Context: an optimization exercise on an open-source flow, tuned for small area. The choices shown serve that exercise and are no tape-out recipe.
In this exercise RTL edits were held to simulation tests only and were not proved equivalent to the original.
Power and IR drop assume default switching activity.

--- design/flow/flow/resyn.ys ---
read_liberty -ignore_miss_func @LIB@
setattr -mod -set blackbox 1 sky130_fd_sc_hd__df* sky130_fd_sc_hd__edf* sky130_fd_sc_hd__sdf* sky130_fd_sc_hd__sedf* sky130_fd_sc_hd__dl*
read_verilog @IN@
hierarchy -top Finale
flatten
rename -hide w:*.*
opt_clean -purge
abc -liberty @LIB@ -dont_use sky130_fd_sc_hd__probe_p_8 -dont_use sky130_fd_sc_hd__probec_p_8 -dont_use sky130_fd_sc_hd__lpflow_* -script @SCRIPT@
opt_clean -purge
hilomap -singleton -hicell sky130_fd_sc_hd__conb_1 HI -locell sky130_fd_sc_hd__conb_1 LO
insbuf -buf sky130_fd_sc_hd__buf_4 A X
splitnets
opt_clean -purge
select -assert-none t:$lut t:$_*
stat -liberty @LIB@
write_verilog -noattr -nohex -nodec @OUT@
--- design/flow/standard.sh ---
#!/bin/bash
# synth_recipe.tcl (not shown) runs the flow's synth.tcl, then flattens the netlist and writes it again
# the make line also repeats each setting of config.mk as NAME=value (left out here)
make -C /OpenROAD-flow-scripts/flow DESIGN_CONFIG=/design/flow/config.mk WORK_HOME=/design/flow/orfs CLKGATE_MAP_FILE= SYNTH_SCRIPT=/design/flow/synth_recipe.tcl "${@:-finish}"
--- design/flow/flow/resyn.abc ---
strash
&get -n
&st
&dch -f
&nf -R 1000
&put
mfs2 -W 6
strash
&get -n
&dch -f
&nf -R 1000
&put
mfs2 -W 6
strash
&get -n
&dch -f
&nf -R 1000
&put
--- design/flow/design.v ---
module Finale
	(	CLOCK_50,
		resetn,
		SW_colour,
		ps2_key_data,
		ps2_key_pressed,
		vga_x,
		vga_y,
		vga_colour,
		vga_plot,
		HEX0, HEX1, HEX2, HEX3, HEX4, HEX5
	);
	input			CLOCK_50;
	input			resetn;
	input	[2:0]	SW_colour;
	input	[7:0]	ps2_key_data;
	input			ps2_key_pressed;
	output	[7:0]	vga_x;
	output	[6:0]	vga_y;
	output	[2:0]	vga_colour;
	output			vga_plot;
	output [6:0]HEX0, HEX1, HEX2, HEX3, HEX4, HEX5;
	localparam [121:0] QINIT = 122'b11010010110001011000111101001010011101001000100011010010010101100010110110000001110011010110001001001110110001000101110011;
	localparam [4:0]
		S_START    = 5'd0,
		S_UNSTART  = 5'd1,
		S_PROGPOS  = 5'd2,
		S_PROGDRAW = 5'd3,
		S_CLEAR    = 5'd4,
		S_BOXPOS   = 5'd5,
		S_DRAW     = 5'd6,
		S_WAIT     = 5'd7,
		S_UNWAIT   = 5'd8,
		S_CHECK    = 5'd9,
		S_DONECHK  = 5'd10,
		S_GAMEOVER = 5'd11,
		S_TC1      = 5'd12,
		S_GREEN    = 5'd13,
		S_ANIM     = 5'd14,
		S_SEGPOS   = 5'd15,
		S_SEGDRAW  = 5'd16,
		S_STOP1    = 5'd17,
		S_KEYWAIT  = 5'd18,
		S_INCPOS   = 5'd19,
		S_TC2      = 5'd20,
		S_DRAWRED  = 5'd21,
		S_STOP     = 5'd22,
		S_RANDOM   = 5'd23,
		S_UNSTOP   = 5'd24,
		S_CLEARRED = 5'd25,
		S_SHIFT1   = 5'd26,
		S_SHIFT2   = 5'd27;
	reg [2:0] kc;
	reg gamemode;
	wire gm = gamemode;
	reg [2:0] kin;
	always @(*) begin
		case (ps2_key_data)
			8'h15: kin = 3'd0;
			8'h1d: kin = 3'd1;
			8'h24: kin = 3'd2;
			8'h2d: kin = 3'd3;
			8'h05: kin = 3'd4;
			8'h06: kin = 3'd5;
			8'h12: kin = 3'd6;
			default: kin = 3'd7;
		endcase
	end
	always @(posedge CLOCK_50) begin
		if (!resetn)
			kc <= 3'd7;
		else if (ps2_key_pressed)
			kc <= kin;
		if (!resetn)
			gamemode <= 1'b0;
		else if (kin == 3'd4)
			gamemode <= 1'b0;
		else if (kin == 3'd5)
			gamemode <= 1'b1;
	end
	wire k05 = (kc == 3'd4);
	wire k06 = (kc == 3'd5);
	wire k12 = (kc == 3'd6);
	reg [4:0] st;
	reg [4:0] sd;			 
	wire [2:0] ss = sd[2:0];
	wire [1:0] dd = sd[4:3];
	wire [1:0] bb = sd[1:0];
	wire vseg = (ss == 3'd1) | (ss == 3'd2) | (ss == 3'd4) | (ss == 3'd5);
	reg [7:0] cx;			 
	reg [6:0] cy;			 
	reg fc;					 
	reg [11:0] tmr;
	reg [11:0] score;
	reg [5:0] ry;			 
	reg [1:0] tcol;			 
	reg [1:0] lk;			 
	reg donebox, doneseg, doneprog, donecheck, correct;
	wire st_stop = (st == S_STOP);
	wire restart0 = st_stop & ~gm;
	wire restart1 = (st == S_STOP1);
	wire rst_r = ~resetn | restart0;
	wire shift_en = (st == S_SHIFT1) | (st == S_SHIFT2);
	wire rnd = (st == S_RANDOM) | (st == S_UNSTOP);
	wire qop = shift_en | rnd;
	wire qkill = shift_en & ~gm & ~rst_r;
	reg [121:0] dead;
	reg [6:0] p8;
	function [6:0] lfs(input integer n);
		integer i;
		reg [6:0] v;
		begin
			v = 7'd1;
			for (i = 0; i < n; i = i + 1)
				v = {v[5:0], v[6] ^ v[5]};
			lfs = v;
		end
	endfunction
	localparam [6:0] P8_0 = lfs(0), P8_8 = lfs(8), P8_LAST = lfs(121);
	reg [7:0] W;
	wire [7:0] plo;
	wire [15:0] phi;
	wire [15:0] khi;
	genvar g;
	generate
		for (g = 0; g < 8; g = g + 1) begin : glo
			assign plo[g] = (p8[2:0] == g);
		end
		for (g = 0; g < 16; g = g + 1) begin : ghi
			assign phi[g] = (p8[6:3] == g);
			assign khi[g] = phi[g] & qkill;
		end
	endgenerate
	wire [121:0] E = QINIT & ~dead;
	reg enew;
	integer j, k;
	always @(*) begin
		enew = 1'b0;
		for (j = 0; j < 122; j = j + 1)
			if (QINIT[j]) begin
				k = lfs(j);
				enew = enew | (E[j] & phi[k >> 3] & plo[k & 7]);
			end
	end
	always @(posedge CLOCK_50) begin
		if (rst_r) begin
			p8 <= P8_8;
			W <= QINIT[7:0];
		end else if (qop) begin
			p8 <= (p8 == P8_LAST) ? P8_0 : {p8[5:0], p8[6] ^ p8[5]};
			W <= {enew, W[7:1]};
		end
		for (j = 0; j < 122; j = j + 1)
			if (QINIT[j]) begin
				k = lfs((j + 8) % 122);
				dead[j] <= (~rst_r & dead[j]) | (khi[k >> 3] & plo[k & 7]);
			end
	end
	wire qzero = (E == 122'd0);
	wire c990 = &{cy[4:1], cx[4:0]};			 
	wire c350 = vseg ? &{cx[3], cx[1], cy[4:0]} : &{cy[3], cy[1], cx[4:0]};	 
	wire c672 = &{cy[1], cx[7], cx[5], cx[0]};	 
	wire c15487 = &{cy[6:3], cy[0]};			 
	wire c30880 = &{cy[6:3], cx[7], cx[5], cx[0]};	 
	wire c255 = cy[0];						 
	reg [3:0] dig;
	always @(*) begin
		case (dd)
			2'd0: dig = gm ? score[11:8] : tmr[11:8];
			2'd1: dig = gm ? score[7:4] : tmr[7:4];
			default: dig = gm ? score[3:0] : tmr[3:0];
		endcase
	end
	wire [6:0] dhex;
	seg7d segd(dig, dhex);
	wire seg_on = ~dhex[ss];
	wire last_seg = (ss == 3'd6);
	wire last_dig = (dd == 2'd2);
	wire [4:0] sd_next = last_seg ? {dd + 2'd1, 3'd0} : {dd, ss + 3'd1};
	reg [4:0] nst;
	reg [4:0] nsd;
	always @(*) begin
		nst = st;
		nsd = sd;
		case (st)
			S_START:    if (ps2_key_pressed) nst = S_UNSTART;
			S_UNSTART:  if (!ps2_key_pressed) nst = S_PROGPOS;
			S_PROGPOS:  if (doneprog) nst = S_PROGDRAW;
			S_PROGDRAW: if (c672) nst = S_CLEAR;
			S_CLEAR:    if (c15487) begin nst = S_BOXPOS; nsd = 5'd0; end
			S_BOXPOS:   if (donebox) nst = S_DRAW;
			S_DRAW:     if (c990) begin
							if (bb == 2'd3) nst = S_WAIT;
							else begin nst = S_BOXPOS; nsd = {sd[4:2], bb + 2'd1}; end
						end
			S_WAIT:     if (ps2_key_pressed) nst = S_UNWAIT;
			S_UNWAIT:   if (!ps2_key_pressed) nst = S_CHECK;
			S_CHECK:    if (donecheck) nst = S_DONECHK;
			S_DONECHK:  if (!correct) begin nst = S_INCPOS; nsd = 5'd0; end
						else nst = gm ? S_TC1 : S_GAMEOVER;
			S_GAMEOVER: nst = qzero ? S_GREEN : S_KEYWAIT;
			S_TC1:      nst = tmr_zero ? S_GREEN : S_KEYWAIT;
			S_GREEN:    if (c15487) begin nst = S_ANIM; nsd = 5'd0; end
			S_ANIM:     if (c255) nst = S_SEGPOS;
			S_SEGPOS:   if (doneseg) begin
							if (seg_on) nst = S_SEGDRAW;
							else if (!last_seg) nsd = sd_next;
							else if (!last_dig) begin nst = S_ANIM; nsd = sd_next; end
							else nst = gm ? S_STOP1 : S_STOP;
						end
			S_SEGDRAW:  if (c350) begin
							if (last_seg && last_dig) nst = gm ? S_STOP1 : S_STOP;
							else begin nst = S_ANIM; nsd = sd_next; end
						end
			S_STOP1:    if (k12 || k05 || k06) nst = S_START;
			S_KEYWAIT:  if (ps2_key_pressed) nst = S_SHIFT1;
			S_INCPOS:   if (donebox) nst = gm ? S_TC2 : S_DRAWRED;
			S_TC2:      nst = tmr_zero ? S_GREEN : S_DRAWRED;
			S_DRAWRED:  if (c990) nst = S_STOP;
			S_STOP:     nst = S_RANDOM;
			S_RANDOM:   if (k12) nst = S_UNSTOP;
			S_UNSTOP:   if (!ps2_key_pressed) nst = S_CLEARRED;
			S_CLEARRED: if (c30880) nst = S_CLEAR;
			S_SHIFT1:   nst = S_SHIFT2;
			S_SHIFT2:   nst = S_START;
			default:    nst = S_START;
		endcase
	end
	wire stay = (nst == st);
	wire w32 = (st == S_DRAW) | (st == S_DRAWRED) | (st == S_SEGDRAW);
	wire w128 = (st == S_CLEAR) | (st == S_GREEN);
	wire wrap = w32 ? &cx[4:0] : w128 ? &cx[6:0] : &cx[7:0];
	wire vmode = (st == S_SEGDRAW) & vseg;
	wire wrapy = &cy[4:0];
	always @(posedge CLOCK_50) begin
		if (!resetn)
			st <= S_START;
		else
			st <= nst;
		sd <= nsd;
		if (!stay) begin
			cx <= 8'd0;
			cy <= 7'd0;
		end
		else if (vmode) begin
			if (wrapy) begin
				cy <= 7'd0;
				cx <= cx + 8'd1;
			end
			else
				cy <= cy + 7'd1;
		end
		else if (wrap) begin
			cx <= 8'd0;
			cy <= cy + 7'd1;
		end
		else
			cx <= cx + 8'd1;
		fc <= ~stay;
	end
	wire boxpos = (st == S_BOXPOS) | (st == S_INCPOS);
	wire [1:0] bsel = (st == S_INCPOS) ? 2'd0 : bb;
	reg [1:0] wcol;
	always @(*) begin
		case (bsel)
			2'd0: wcol = W[1:0];
			2'd1: wcol = W[3:2];
			2'd2: wcol = W[5:4];
			default: wcol = W[7:6];
		endcase
	end
	always @(posedge CLOCK_50) begin
		if (rst_r) begin
			ry <= 6'd60;
			lk <= 2'd0;
			donebox <= 1'b0;
			doneseg <= 1'b0;
			doneprog <= 1'b0;
		end
		else begin
			if (boxpos) begin
				tcol <= wcol;
				donebox <= 1'b1;
			end
			if (st == S_SEGPOS)
				doneseg <= 1'b1;
			if (st == S_PROGPOS) begin
				ry <= ry - 6'd1;
				doneprog <= 1'b1;
			end
			if (st == S_PROGPOS)
				lk <= 2'd0;
			else if (st == S_DRAWRED)
				lk <= 2'd1;
			else if (st == S_SEGDRAW || st == S_SEGPOS)
				lk <= 2'd2;
		end
	end
	reg [7:0] tilex;
	always @(*) begin
		case (tcol)
			2'd0: tilex = 8'd18;
			2'd1: tilex = 8'd49;
			2'd2: tilex = 8'd81;
			default: tilex = 8'd112;
		endcase
	end
	reg [6:0] tiley;
	always @(*) begin
		case (bb)
			2'd0: tiley = 7'd89;
			2'd1: tiley = 7'd59;
			2'd2: tiley = 7'd29;
			default: tiley = 7'd0;
		endcase
	end
	reg [7:0] segx;
	reg [6:0] segy;
	always @(*) begin
		case (ss)
			3'd0: begin segx = 8'd25; segy = 7'd30; end
			3'd1: begin segx = 8'd46; segy = 7'd30; end
			3'd2: begin segx = 8'd46; segy = 7'd60; end
			3'd3: begin segx = 8'd25; segy = 7'd81; end
			3'd4: begin segx = 8'd25; segy = 7'd60; end
			3'd5: begin segx = 8'd25; segy = 7'd30; end
			default: begin segx = 8'd25; segy = 7'd55; end
		endcase
		case (dd)
			2'd0: segx = segx;
			2'd1: segx = segx + 8'd40;
			default: segx = segx + 8'd80;
		endcase
	end
	always @(posedge CLOCK_50) begin
		if (rst_r) begin
			correct <= 1'b0;
			donecheck <= 1'b0;
		end
		else if (st == S_CHECK) begin
			correct <= ~kc[2] & (kc[1:0] == W[1:0]);
			donecheck <= 1'b1;
		end
	end
	always @(posedge CLOCK_50) begin
		if (!resetn || restart1 || k06 || k05)
			score <= 12'd0;
		else if (st == S_SHIFT2 && gm)
			score[3:0] <= score[3:0] + 4'd1;
		else if (score[3] & score[1]) begin
			score[3:0] <= 4'd0;
			if (score[7] & score[4]) begin
				score[7:4] <= 4'd0;
				if (score[11] & score[8])
					score <= 12'h999;
				else
					score[11:8] <= score[11:8] + 4'd1;
			end
			else
				score[7:4] <= score[7:4] + 4'd1;
		end
	end
	localparam [14:0] LF_T = 15'h6e58, LF_R0 = 15'h6ada, LF_R1 = 15'h6a5b;
	reg [14:0] lf;
	wire tick = (lf == LF_T);
	always @(posedge CLOCK_50) begin
		if (!resetn)
			lf <= LF_T;
		else if (tick)
			lf <= gm ? LF_R1 : LF_R0;
		else
			lf <= {lf[13:0], lf[14] ^ lf[13]};
	end
	reg timer_en;
	always @(*) begin
		case (st)
			S_START, S_UNSTART, S_RANDOM: timer_en = gm;
			S_GREEN, S_ANIM, S_SEGPOS, S_SEGDRAW, S_STOP1, S_UNSTOP: timer_en = 1'b0;
			default: timer_en = 1'b1;
		endcase
	end
	wire [3:0] t0 = tmr[3:0], t1 = tmr[7:4], t2 = tmr[11:8];
	wire z0 = (t0 == 4'd0), z1 = (t1 == 4'd0), z2 = (t2 == 4'd0);
	wire tmr_zero = z0 & z1 & z2;
	always @(posedge CLOCK_50) begin
		if (!resetn)
			tmr <= 12'd0;
		else if (k06 || (restart1 && gm))
			tmr <= 12'h030;
		else if (tick && timer_en) begin
			if (!tmr_zero) begin
				tmr[3:0] <= z0 ? 4'd9 : t0 - 4'd1;
				if (z0) begin
					tmr[7:4] <= z1 ? 4'd9 : t1 - 4'd1;
					if (z1) tmr[11:8] <= t2 - 4'd1;
				end
			end
		end
		else if (restart0)
			tmr <= 12'h999;
	end
	wire draw_box = (st == S_DRAW);
	wire draw_red = (st == S_DRAWRED);
	wire segdraw = (st == S_SEGDRAW);
	wire progdraw = (st == S_PROGDRAW);
	wire clr = (st == S_CLEAR) | (st == S_GREEN);
	wire clrred = (st == S_CLEARRED);
	wire drawing = draw_box | draw_red | segdraw | progdraw | clrred | clr;
	wire act = drawing & resetn;
	wire left = clrred | ((st == S_CLEAR) & fc);		 
	wire sel_tile = draw_box | draw_red | ((st == S_GREEN) & fc) | (left & (lk == 2'd1));
	wire sel_seg = segdraw | (left & (lk == 2'd2));
	wire sel_17 = clr & ~fc;
	reg [7:0] bx;
	reg [6:0] by;
	always @(*) begin
		bx = 8'd0;
		if (sel_tile) bx = tilex;
		if (sel_seg) bx = segx;
		if (sel_17) bx = 8'd17;
		by = 7'd0;
		if (draw_box | draw_red | (clrred & (lk == 2'd1))) by = tiley;
		if (segdraw | (clrred & (lk == 2'd2))) by = segy;
		if (progdraw) by = {ry, 1'b1};
	end
	wire [7:0] ax = cx;
	wire [6:0] ay = cy;
	wire [7:0] sx = bx + ax;
	wire [6:0] sy = by + ay;
	assign vga_x = act ? sx : 8'd0;
	assign vga_y = act ? sy : 7'd0;
	assign vga_plot = drawing;
	wire cgreen = (progdraw & ~gm) | (st == S_GREEN);
	wire cred = (progdraw & gm) | draw_red | clrred;
	assign vga_colour = cgreen ? 3'b010 : clr ? 3'b111 : cred ? 3'b100 : (draw_box | draw_red | segdraw) ? SW_colour : 3'b000;
	seg7d display0(tmr[3:0], HEX0);
	seg7d display1(tmr[7:4], HEX1);
	seg7d display2(tmr[11:8], HEX2);
	seg7a display3(score[3:0], HEX3);
	seg7d display4(score[7:4], HEX4);
	seg7d display5(score[11:8], HEX5);
endmodule
module seg7d(input [3:0]C, output [6:0]HEX);
	assign HEX[0] = (~C[3] & ~C[2] & ~C[1] & C[0]) | (C[2] & ~C[1] & ~C[0]);
	assign HEX[1] = (C[2] & ~C[1] & C[0]) | (C[2] & C[1] & ~C[0]);
	assign HEX[2] = (~C[2] & C[1] & ~C[0]);
	assign HEX[3] = (~C[2] & ~C[1] & C[0]) | (C[2] & ~C[1] & ~C[0]) | (C[2] & C[1] & C[0]);
	assign HEX[4] = (C[2] & ~C[1]) | (C[0]);
	assign HEX[5] = (~C[3] & ~C[2] & C[0]) | (~C[2] & C[1]) | (C[1] & C[0]);
	assign HEX[6] = (~C[3] & ~C[2] & ~C[1]) | (C[2] & C[1] & C[0]);
endmodule
module seg7a(input [3:0]C, output [6:0]HEX);
	assign HEX[0] = (~C[3] & ~C[2] & ~C[1] & C[0]) | (C[2] & ~C[1] & ~C[0]);
	assign HEX[1] = (C[2] & ~C[1] & C[0]) | (C[2] & C[1] & ~C[0]);
	assign HEX[2] = (~C[3] & ~C[2] & C[1] & ~C[0]);
	assign HEX[3] = (C[3] & C[1]) | (~C[2] & ~C[1] & C[0]) | (C[2] & ~C[1] & ~C[0]) | (C[2] & C[1] & C[0]);
	assign HEX[4] = (C[2] & ~C[1]) | (C[0]);
	assign HEX[5] = (~C[3] & ~C[2] & C[1]) | (~C[3] & ~C[2] & C[0]) | (C[1] & C[0]);
	assign HEX[6] = (~C[3] & ~C[2] & ~C[1]) | (C[2] & C[1] & C[0]);
endmodule
--- design/flow/flow/cts_args.txt ---
-sink_clustering_enable -repair_clock_nets -sink_clustering_size 16 -sink_clustering_max_diameter 60 -buf_list sky130_fd_sc_hd__clkbuf_8 -dont_use_dummy_load
--- design/flow/constraint.sdc ---
create_clock -name core_clock -period 12.0 [get_ports {CLOCK_50}]
set_input_delay 2.4000 -clock core_clock [delete_from_list [all_inputs] [get_ports {CLOCK_50}]]
set_output_delay 2.4000 -clock core_clock [all_outputs]
set_load 0.01 [all_outputs]
--- design/flow/config.mk ---
export PLATFORM = sky130hd
export DESIGN_NAME = Finale
export DESIGN_NICKNAME = Finale
export VERILOG_FILES = /design/flow/design.v
export SDC_FILE = /design/flow/constraint.sdc
export NUM_CORES = 4
export LEC_CHECK = 0
export ABC_AREA = 1
export CAP_MARGIN = 20
export CORE_MARGIN = 2
export CORE_UTILIZATION = 65
export CTS_BUF_LIST = sky130_fd_sc_hd__clkbuf_8
export CTS_CLUSTER_DIAMETER = 60
export CTS_CLUSTER_SIZE = 16
export SLEW_MARGIN = 20
--- design/flow/flow/run.sh ---
#!/bin/bash
# Layout flow: the standard synthesis, then an area-oriented re-mapping of the
# combinational logic (registers kept as they are, by name and cell), a check that the
# re-mapped netlist is equivalent to the standard one, then the standard layout.
set -euo pipefail
W=$(pwd)
R=$W/orfs/results/$FLOW_PLATFORM/Finale/base
LIB=$FLOW_HOME/platforms/$FLOW_PLATFORM/lib/sky130_fd_sc_hd__tt_025C_1v80.lib
YOSYS=$(command -v yosys || echo $FLOW_HOME/../tools/install/yosys/bin/yosys)

bash standard.sh synth > $W/flow_synth.log 2>&1

cp $R/1_2_yosys.v $W/std_netlist.v
sed -e "s#@LIB@#$LIB#g" -e "s#@IN@#$W/std_netlist.v#g" -e "s#@OUT@#$W/resyn_netlist.v#g" \
    -e "s#@SCRIPT@#$W/flow/resyn.abc#g" $W/flow/resyn.ys > $W/resyn.ys
sed -e "s#@LIB@#$LIB#g" -e "s#@GOLD@#$W/std_netlist.v#g" -e "s#@GATE@#$W/resyn_netlist.v#g" \
    $W/flow/equiv.ys > $W/equiv.ys
if $YOSYS -s $W/resyn.ys > $W/flow_resyn.log 2>&1 && $YOSYS -s $W/equiv.ys > $W/flow_equiv.log 2>&1; then
    cp $W/resyn_netlist.v $R/1_2_yosys.v
    echo "using the re-mapped netlist" > $W/flow_choice.log
else
    echo "re-mapping failed or not proven equivalent: using the standard netlist" > $W/flow_choice.log
fi
rm -f $R/1_synth.odb $R/1_synth.sdc
touch $R/1_2_yosys.v $R/1_2_yosys.sdc

# clock tree options (without dummy loads), read from flow/cts_args.txt
CTS_ARGS=$(cat $W/flow/cts_args.txt)
export CTS_ARGS
BUFFER_PORTS_ARGS="-buffer_cell sky130_fd_sc_hd__buf_1" bash standard.sh finish > $W/flow_layout.log 2>&1
--- design/flow/flow/equiv.ys ---
read_liberty -ignore_miss_func @LIB@
setattr -mod -set blackbox 1 sky130_fd_sc_hd__df* sky130_fd_sc_hd__edf* sky130_fd_sc_hd__sdf* sky130_fd_sc_hd__sedf* sky130_fd_sc_hd__dl*
read_verilog @GOLD@
rename Finale gold
read_verilog @GATE@
rename Finale gate
flatten gold gate
rename -hide w:_*
opt_clean
equiv_make gold gate equiv
hierarchy -top equiv
equiv_simple
equiv_status -assert
==> run notes <==
## final cells by class
cell class / instances / share of cell area [%]
Clock buffer: 17 / 2.56
Inverter: 22 / 0.903
Multi-Input combinational cell: 911 / 55.7
Sequential cell: 156 / 34.9
Tap cell: 172 / 2.35
Timing Repair Buffer: 81 / 3.61
## layer usage
| layer | track usage (%) | up-vias |
|---|---|---|
| met5 | 0 | - |
| met4 | 18.3 | 0 |
| met3 | 9.39 | 126 |
| met2 | 60.6 | 586 |
| met1 | 47.5 | 4212 |
| li1 | - | 4257 |
## worst min path at each step
stage	end	slack, ns	depth (start not counted)	from
final	lf[11]	0.47	1	lf[10]
after global routing	lf[11]	0.48	1	lf[10]
after global placement	lf[9]	0.41	1	lf[8]
after CTS	lf[11]	0.47	1	lf[10]
after floorplan	lf[9]	0.40	1	lf[8]
after detailed placement	lf[13]	0.46	1	lf[12]
## state kept, by name, indices dropped and copies added, names as in the netlist, 2 cells and up
name	cells
dead	57
lf	15
score	12
tmr	12
W	8
cx	8
cy	7
p8	7
ry	6
sd	5
st	5
kc	3
lk	2
tcol	2
## where the power goes
part | leakage, nW | switching [W] | internal (W) | total [W]
sequential | 1.27 | 0.00000861 | 0.000528 | 0.000537
combinational | 1.88 | 0.0000291 | 0.0000134 | 0.0000425
clock | 0.122 | 0.000170 | 0.000125 | 0.000295
## metrics by stage
stage               area, sq um  utilization (%)  power, W  setup slack, ns  std cells
finish                     9150             72.8  0.000875             4.38       1359
global route               9150             72.8  0.000897             4.01       1359
CTS                        9150             72.8  0.000873             4.51       1359
detailed placement         8910             70.9  0.000589             5.00       1342
global placement           8910             70.9  0.000587             5.12       1342
floorplan                  8360                -  0.000573             5.66       1089
==> key figures <==
Clocking
  • CTS tree: built
  • Worst skew pair latency: 0.48 ns
  • CTS buffer count: 17
  • Clock buffer depth: 2
  • Root buffer cell: clkbuf_8
  • # clock sinks: 156
  • Hold-fix buffers, CTS: 0
  • Setup bufs post-CTS: 0
  • Post-CTS sizing: 0
  • H-tree Lvls: 4
  • Clk pin slew, worst setup/hold paths: 0.11 ns

Critical path
  • CP arrival: 5.22 ns
  • Worst Setup End Kind: output port
  • Critical path buffers and inverters: 2
  • CP Cell Sequence: nand2b_1 > nor2_1 > a21oi_1 > nor3b_1 > a211oi_1 > clkinv_1 > a211oi_1 > o21a_1 > o22ai_1 > and3_1 > a21oi_1 > nor2_1 > a31o_1 > maj3_1 > and2_0 > a21oi_1 > maj3_1 > xor2_1 > nor2_1 > buf_1
  • FF-to-FF End: cx[6]
  • Critical-path top delay cell: dfxtp_1
  • FF-to-FF setup slack: 6.84 ns
  • Worst Path Max Fanout: 14
  • Crit path max-delay family: compound AO/OA/AOI/OAI gates
  • Reg2Reg Depth: 19
  • Crit-path max cell delay: 0.55 ns
  • Crit path from: st[1]
  • CP Class: reg2out
  • CP Launch Type: flop
  • Cell depth of the worst setup path: 20
  • CP Capture Point: vga_x[7]
  • Data required time of the critical path: 9.60 ns
  • R2r startpoint: sd[4]

GRT
  • Vias in the first global route: 8325
  • First-pass GRT wire length: 42300 um
  • Grt ovf: 0
  • Gr usage total: 37.7%
  • Initial antenna violation count: 0
  • Largest net degree at the start of global routing: 65

STA
  • Worst Tran Pin Value: 1.08 ns
  • Finish-stage setup viols: 0
  • Setup TNS: 0 ns
  • Worst slew margin: 27.2%
  • Max Slew Vio Count: 0
  • Hold slack final: 0.466 ns
  • Fin crit period: 7.62 ns
  • Post-route clock skew: 0.0475 ns
  • Max Fclk: 0.131 GHz
  • Tcrit/Tclk final: 63.5%
  • RSZ-0062 raised after global routing: no
  • Fin. Hold Viols: 0

Floorplan
  • Die Ht: 117 um
  • Num rows: 41
  • Core area: 0.0126 sq mm
  • Die Area: 0.0138 sq mm
  • Chip Width: 117 um
  • Initial Util: 66.5%
  • Ports: 75

Routing
  • Total Wirelength: 26600 um
  • Highest metal used: met4
  • First-pass iteration count of the detailed router: 6
  • Via count: 9181
  • Post-route ant nets: 0
  • Number of remaining DRC errors: 0
  • Via density: 6.76
  • Met1 WL: 10600 um
  • Per-cell routed wire length: 19.6 um
  • DRT iter0 DRCs: 1055
  • Routed met3 length: 2750 um
  • Met2 wire len: 12000 um

Placed design
  • Hpwl dp: 19300 um
  • Routability cong.: 1.17
  • I/O Buffers: 74

Synth
  • Synthesized cell area: 0.00836 sq mm
  • Post-Syn Instances: 1089
  • Post-Syn Nets: 1103
  • Yosys warning count: 66
  • Mean post-synth cell area: 7.68 sq um

Final layout
  • Reg area: 0.00319 sq mm
  • Most common cell after layout, fill and taps aside: nor2_1
  • Area of the multi-input gates: 0.00509 sq mm
  • Nets@finish: 1203
  • Most frequent cells in the layout: nor2_1, dfxtp_1, nand2_1
  • Filler cells: 998
  • Layout area overhead: 9.40%
  • ANT cells: 0
  • Share of cells above drive strength 1: 2.19%

Power and ir drop
  • Pwr per Cell Area: 95.6 mW/mm^2
  • Peak supply drop: 0.0968 mV
  • LEAKAGE: 3.27 nW

Min path
  • Hold Path Class: reg2reg

Run
  • Max-Cap Viols: 0

Outcome
  • Status: finished clean

[what the ideal ports hide]
In the flow no input, the clock included, has a driving cell. The finished layout below was timed again as built, in two steps.
Step 1 (the two cells are an assumption about what drives the block):
set clk [get_ports {CLOCK_50}]
set_driving_cell -lib_cell sky130_fd_sc_hd__clkbuf_16 $clk
set_driving_cell -lib_cell sky130_fd_sc_hd__buf_2 [delete_from_list [all_inputs] $clk]
Step 2 times the ports against the registers' clock, not the clock port: input delays grow and output delays shrink by t, the midpoint of the rising clock arrivals with the driver on.
Three values: ideal, step 1, step 2; two values: the first two.
t, ns: 0.495
setup WS [ns]: 4.377 / 4.337 / 4.832
hold slack, ns: 0.466 / 0.466 / 0.466
worst setup path at the end: register to output
After both steps this run still meets setup and hold. For this run, drivers alone change the setup slack by -0.040 ns; drivers and shift together by +0.455 ns.
